Background: an optimization exercise with open tools, aiming at small area, a short achievable clock period and few clock cycles. Do not read the settings as production practice.
Function was checked by simulation only, so behaviour that the tests miss may differ from the original.

==> flow/design.v <==
module find_1 (
    input  [63:0] d_i,
    output [6:0]  n_o
);
wire [31:0] z1;
wire [31:0] c1;
genvar i;
generate for (i = 0; i < 32; i = i + 1) begin : l1
    assign z1[i] = ~(d_i[2*i+1] | d_i[2*i]);
    assign c1[i] = ~d_i[2*i+1];
end endgenerate
wire [15:0] z2;
wire [31:0] c2;
generate for (i = 0; i < 16; i = i + 1) begin : l2
    assign z2[i] = z1[2*i+1] & z1[2*i];
    assign c2[2*i+1:2*i] = z1[2*i+1] ? {1'b1, c1[2*i]} : {1'b0, c1[2*i+1]};
end endgenerate
wire [7:0]  z3;
wire [23:0] c3;
generate for (i = 0; i < 8; i = i + 1) begin : l3
    assign z3[i] = z2[2*i+1] & z2[2*i];
    assign c3[3*i+2:3*i] = z2[2*i+1] ? {1'b1, c2[4*i+1:4*i]} : {1'b0, c2[4*i+3:4*i+2]};
end endgenerate
wire [3:0]  z4;
wire [15:0] c4;
generate for (i = 0; i < 4; i = i + 1) begin : l4
    assign z4[i] = z3[2*i+1] & z3[2*i];
    assign c4[4*i+3:4*i] = z3[2*i+1] ? {1'b1, c3[6*i+2:6*i]} : {1'b0, c3[6*i+5:6*i+3]};
end endgenerate
wire [1:0]  z5;
wire [9:0]  c5;
generate for (i = 0; i < 2; i = i + 1) begin : l5
    assign z5[i] = z4[2*i+1] & z4[2*i];
    assign c5[5*i+4:5*i] = z4[2*i+1] ? {1'b1, c4[8*i+3:8*i]} : {1'b0, c4[8*i+7:8*i+4]};
end endgenerate
wire        z6 = z5[1] & z5[0];
wire [5:0]  c6 = z5[1] ? {1'b1, c5[4:0]} : {1'b0, c5[9:5]};
assign n_o = z6 ? 7'd64 : {1'b0, c6};
endmodule
module q_sel #(
    parameter N = 67
) (
    input  [N-1:0] a,
    input  [N-1:0] b,
    output [N-1:0] s,
    output         n0,
    output         n1
);
localparam L = 7;    
wire [N-1:0] p = a ^ b;
wire [(L+1)*N-1:0] G;
wire [(L+1)*N-1:0] P;
assign G[N-1:0] = a & b;
assign P[N-1:0] = p;
genvar l, i;
generate for (l = 0; l < L; l = l + 1) begin : lv
    for (i = 0; i < N; i = i + 1) begin : bt
        if ((i >> l) & 1) begin : cmb
            localparam integer J = ((i >> l) << l) - 1;
            assign G[(l+1)*N+i] = G[l*N+i] | (P[l*N+i] & G[l*N+J]);
            assign P[(l+1)*N+i] = P[l*N+i] & P[l*N+J];
        end else begin : pas
            assign G[(l+1)*N+i] = G[l*N+i];
            assign P[(l+1)*N+i] = P[l*N+i];
        end
    end
end endgenerate
wire [N-1:0] Gf = G[(L+1)*N-1:L*N];
wire [N-1:0] Pf = P[(L+1)*N-1:L*N];
wire [N-1:0] c = {Gf[N-2:0] | Pf[N-2:0], 1'b1};
assign s  = p ^ c;
assign n1 = s[N-1];
assign n0 = p[N-1] ^ Gf[N-2];
endmodule
module SRT4 #(
    parameter WID = 64
) (
    clk         ,
    rst         ,
    dividend    ,
    divisor     ,
    sign        ,
    valid       ,
    ready       ,
    quotient    ,
    error       ,
    remainder
);
input           clk;
input           rst;
input[WID-1:0]  dividend;
input[WID-1:0]  divisor;
input           sign;
input           valid;
output          error;
output          ready;
output[WID-1:0] quotient;
output[WID-1:0] remainder;
reg         s_set;       
reg         s_it;        
reg         rdy_r;
reg [4:0]   cnt;         
wire        idle = ~(s_set | s_it | rdy_r);
reg [63:0]  R;           
reg [64:0]  E;           
reg [63:0]  Q;           
reg         an, bn;      
wire        sub = ~(an ^ bn);    
wire        qn  = an ^ bn;
wire [63:0] xa = {dividend[63] & ~sign, dividend[62:0] ^ dividend[63:1]};
wire [63:0] xb = {divisor[63] & ~sign, divisor[62:1] ^ divisor[63:2], 1'b1};
wire [6:0]  lza, lzb;
find_1 fa (.d_i(xa), .n_o(lza));
find_1 fb (.d_i(xb), .n_o(lzb));
reg  [6:0]  lza_r, lzb_r;
reg         bz;          
wire [7:0]  k  = {1'b0, lzb_r} - {1'b0, lza_r} + {7'd0, an};
wire        fast = s_set & ~bz & k[7];
wire [64:0] Y  = sub ? ~E : E - 65'd1;
wire [64:0] y1 = k[1] ? {Y [62:0],  2'h3}        : Y;
wire [64:0] y2 = k[2] ? {y1[60:0],  4'hf}        : y1;
wire [64:0] y3 = k[3] ? {y2[56:0],  8'hff}       : y2;
wire [64:0] y4 = k[4] ? {y3[48:0], 16'hffff}     : y3;
wire [64:0] y5 = k[5] ? {y4[32:0], 32'hffffffff} : y4;
wire [66:0] Rx  = {{3{an & R[63]}}, R};
wire [66:0] E1  = {{2{E[64]}}, E};           
wire [66:0] E2  = {E[64], E, 1'b1};          
wire [66:0] cs_s = Rx ^ E1 ^ E2;
wire [66:0] cs_c = (Rx & E1) | (Rx & E2) | (E1 & E2);
wire [66:0] S1, S2, S3;
wire        m1, p1, m2, p2, m3, p3;
q_sel #(.N(67)) ad1 (.a(Rx),   .b(E1),               .s(S1), .n0(m1), .n1(p1));
q_sel #(.N(67)) ad2 (.a(Rx),   .b(E2),               .s(S2), .n0(m2), .n1(p2));
q_sel #(.N(67)) ad3 (.a(cs_s), .b({cs_c[65:0],1'b1}), .s(S3), .n0(m3), .n1(p3));
wire        a1 = an ? m1 : ~p1;
wire        a2 = an ? m2 : ~p2;
wire        a3 = an ? m3 : ~p3;
wire [1:0]  dg = {a2, a3 | (a1 & ~a2)};
wire [63:0] Rn = a3 ? S3[63:0] : a2 ? S2[63:0] : S1[63:0];
wire        last = (cnt == 5'd0);
wire [63:0] Qng = ~Q + 64'd1;
wire [63:0] Qnx = (last & qn) ? (a1 ? {~Q[61:0], dg[1] ^ dg[0], dg[0]} : {Qng[61:0], 2'd0})
                              : {Q[61:0], dg};
always @(posedge clk) begin
    if (rst) begin
        s_set <= 1'b0;
        s_it  <= 1'b0;
        rdy_r <= 1'b0;
    end else begin
        rdy_r <= 1'b0;
        s_set <= idle & valid;
        if (s_set & ~bz & ~k[7])
            s_it <= 1'b1;
        if (s_it & last) begin
            s_it  <= 1'b0;
            rdy_r <= 1'b1;
        end
    end
end
always @(posedge clk) begin
    if (idle) begin
        R  <= dividend;
        E  <= {sign & divisor[63], divisor};
        an <= sign & dividend[63];
        bn <= sign & divisor[63];
        Q  <= 64'd0;
        lza_r <= lza;
        lzb_r <= lzb;
        bz <= ~|divisor;
    end else if (s_set) begin
        E   <= y5;
        cnt <= k[5:1];
    end else if (s_it) begin
        if (a1) R <= Rn;
        E   <= {{2{E[64]}}, E[64:2]};
        Q   <= Qnx;
        cnt <= cnt - 5'd1;
    end
end
assign ready     = rdy_r | fast;
assign error     = s_set & bz;
assign quotient  = Q;
assign remainder = R;
endmodule
==> flow/config.mk <==
export PLATFORM = sky130hd
export DESIGN_NAME = SRT4
export DESIGN_NICKNAME = SRT4
export VERILOG_FILES = /design/flow/design.v
export SDC_FILE = /design/flow/constraint.sdc
export NUM_CORES = 4
export LEC_CHECK = 0
export CAP_MARGIN = 20
export CORE_MARGIN = 2
export CORE_UTILIZATION = 68
export SLEW_MARGIN = 20
==> flow/constraint.sdc <==
create_clock -name core_clock -period 10.0 [get_ports {clk}]
set_input_delay 2.0000 -clock core_clock [delete_from_list [all_inputs] [get_ports {clk}]]
set_output_delay 2.0000 -clock core_clock [all_outputs]
set_load 0.01 [all_outputs]
standard.sh (not shown) runs the stock make flow with config.mk's settings and CLKGATE_MAP_FILE= SYNTH_SCRIPT=/design/flow/synth_recipe.tcl, a recipe that flattens the netlist after the stock synthesis.
==> flow/flow/run.sh <==
#!/bin/bash
# Layout flow: the standard ORFS flow (standard synthesis, floorplan,
# placement, CTS, routing) with two changes in how the layout is made:
#  - the port buffers are sky130_fd_sc_hd__buf_2 cells instead of the delay
#    buffers buffer_ports picks by default (every port still gets a buffer);
#  - timing repair aims 5 ns below the 10 ns constraint.
# The constraints themselves (constraint.sdc) are unchanged.
set -euo pipefail
bash standard.sh SETUP_SLACK_MARGIN=5 \
  "BUFFER_PORTS_ARGS=-buffer_cell sky130_fd_sc_hd__buf_2" \
  finish > flow_make.log 2>&1
Testbench counts at the start, summed over its fixed seeds: cycles 199,279.
Next try:
--- a/flow/flow/run.sh
+++ b/flow/flow/run.sh
@@ -6 +6 @@
-#  - timing repair aims 5 ns below the 10 ns constraint.
+#  - timing repair aims 5.2 ns below the 10 ns constraint.
@@ -9 +9 @@
-bash standard.sh SETUP_SLACK_MARGIN=5 \
+bash standard.sh SETUP_SLACK_MARGIN=5.2 \
- CORE_UTILIZATION: 68 -> 70
Setup slack gets better by 0.24 ns.
Routed wire length came out higher by 0.44%.
Design area came out higher by 0.78%.
Clock-buffer cell count came out lower by 2.
Die area came out lower by 2.8%.
Via count came out higher by 1.6%.
Hold slack gets better by 0.0071 ns.
Cell count came out higher by 0.38%.
Global-route usage came out higher by 1.1 points.
Utilization came out higher by 3.7 points.
Next try:
==> flow/flow/run.sh (replaced) <==
#!/bin/bash
# Layout flow: the standard ORFS flow (standard synthesis, floorplan,
# placement, CTS, routing), with timing repair aimed at a period below the
# 10 ns constraint, so that the layout is made faster than the constraint
# alone asks for.  The constraints themselves (constraint.sdc) are unchanged.
set -euo pipefail
bash standard.sh SETUP_SLACK_MARGIN=6 finish > flow_make.log 2>&1
- CORE_UTILIZATION: 70 -> 65
Result:
- Now the flow failed in global routing (5_1_grt)
- synthesized cell count stays the same
- synthesized area does not change
Next try:
==> flow/flow/run.sh (replaced) <==
#!/bin/bash
# Layout flow: the standard ORFS flow (standard synthesis, floorplan,
# placement, CTS, routing) with two changes in how the layout is made:
#  - the port buffers are sky130_fd_sc_hd__buf_2 cells instead of the delay
#    buffers buffer_ports picks by default (every port still gets a buffer);
#  - timing repair aims 5.4 ns below the 10 ns constraint.
# The constraints themselves (constraint.sdc) are unchanged.
set -euo pipefail
bash standard.sh SETUP_SLACK_MARGIN=5.4 \
  "BUFFER_PORTS_ARGS=-buffer_cell sky130_fd_sc_hd__buf_2" \
  finish > flow_make.log 2>&1
- CORE_UTILIZATION: 65 -> 70
What happened:
- With this change the flow passed the timing, DRC and antenna checks
- synthesized cell count stays the same
- synthesized area stays the same

==> afterwards: timing with drivers on the ports <==
No port has a modelled driver above. Below, the same layouts with a new extraction and two added sets of constraints. Step 1 (the two cells are an assumption about what drives the block):
set clk [get_ports {clk}]
set_driving_cell -lib_cell sky130_fd_sc_hd__clkbuf_16 $clk
set_driving_cell -lib_cell sky130_fd_sc_hd__buf_2 [delete_from_list [all_inputs] $clk]
Step 2 also shifts input and output timing later by t, the mid clock arrival at the registers, as if the neighbouring blocks saw the same clock. a / b / c = ideal ports / drivers / drivers and shift; a / b = the first two.
run | shift t [ns] | setup WS [ns] | clock arrival spread, ns | worst register clock-pin slew, ns | worst slew at a driven data input, ns
the first run | 0.674 | 4.786 / 4.786 / 4.786 | 0.033 / 0.032 | 0.07 / 0.07 | 0.05
the second run | 0.673 | 5.027 / 5.027 / 4.904 | 0.018 / 0.018 | 0.07 / 0.07 | 0.08
the fourth run | 0.682 | 5.075 / 5.010 / 5.056 | 0.018 / 0.019 | 0.07 / 0.07 | 0.08
After both steps setup and hold are still met in every run listed. The setup slack of the second run, which loses most, moves by 0.000 ns with the drivers and by -0.123 ns with both steps.
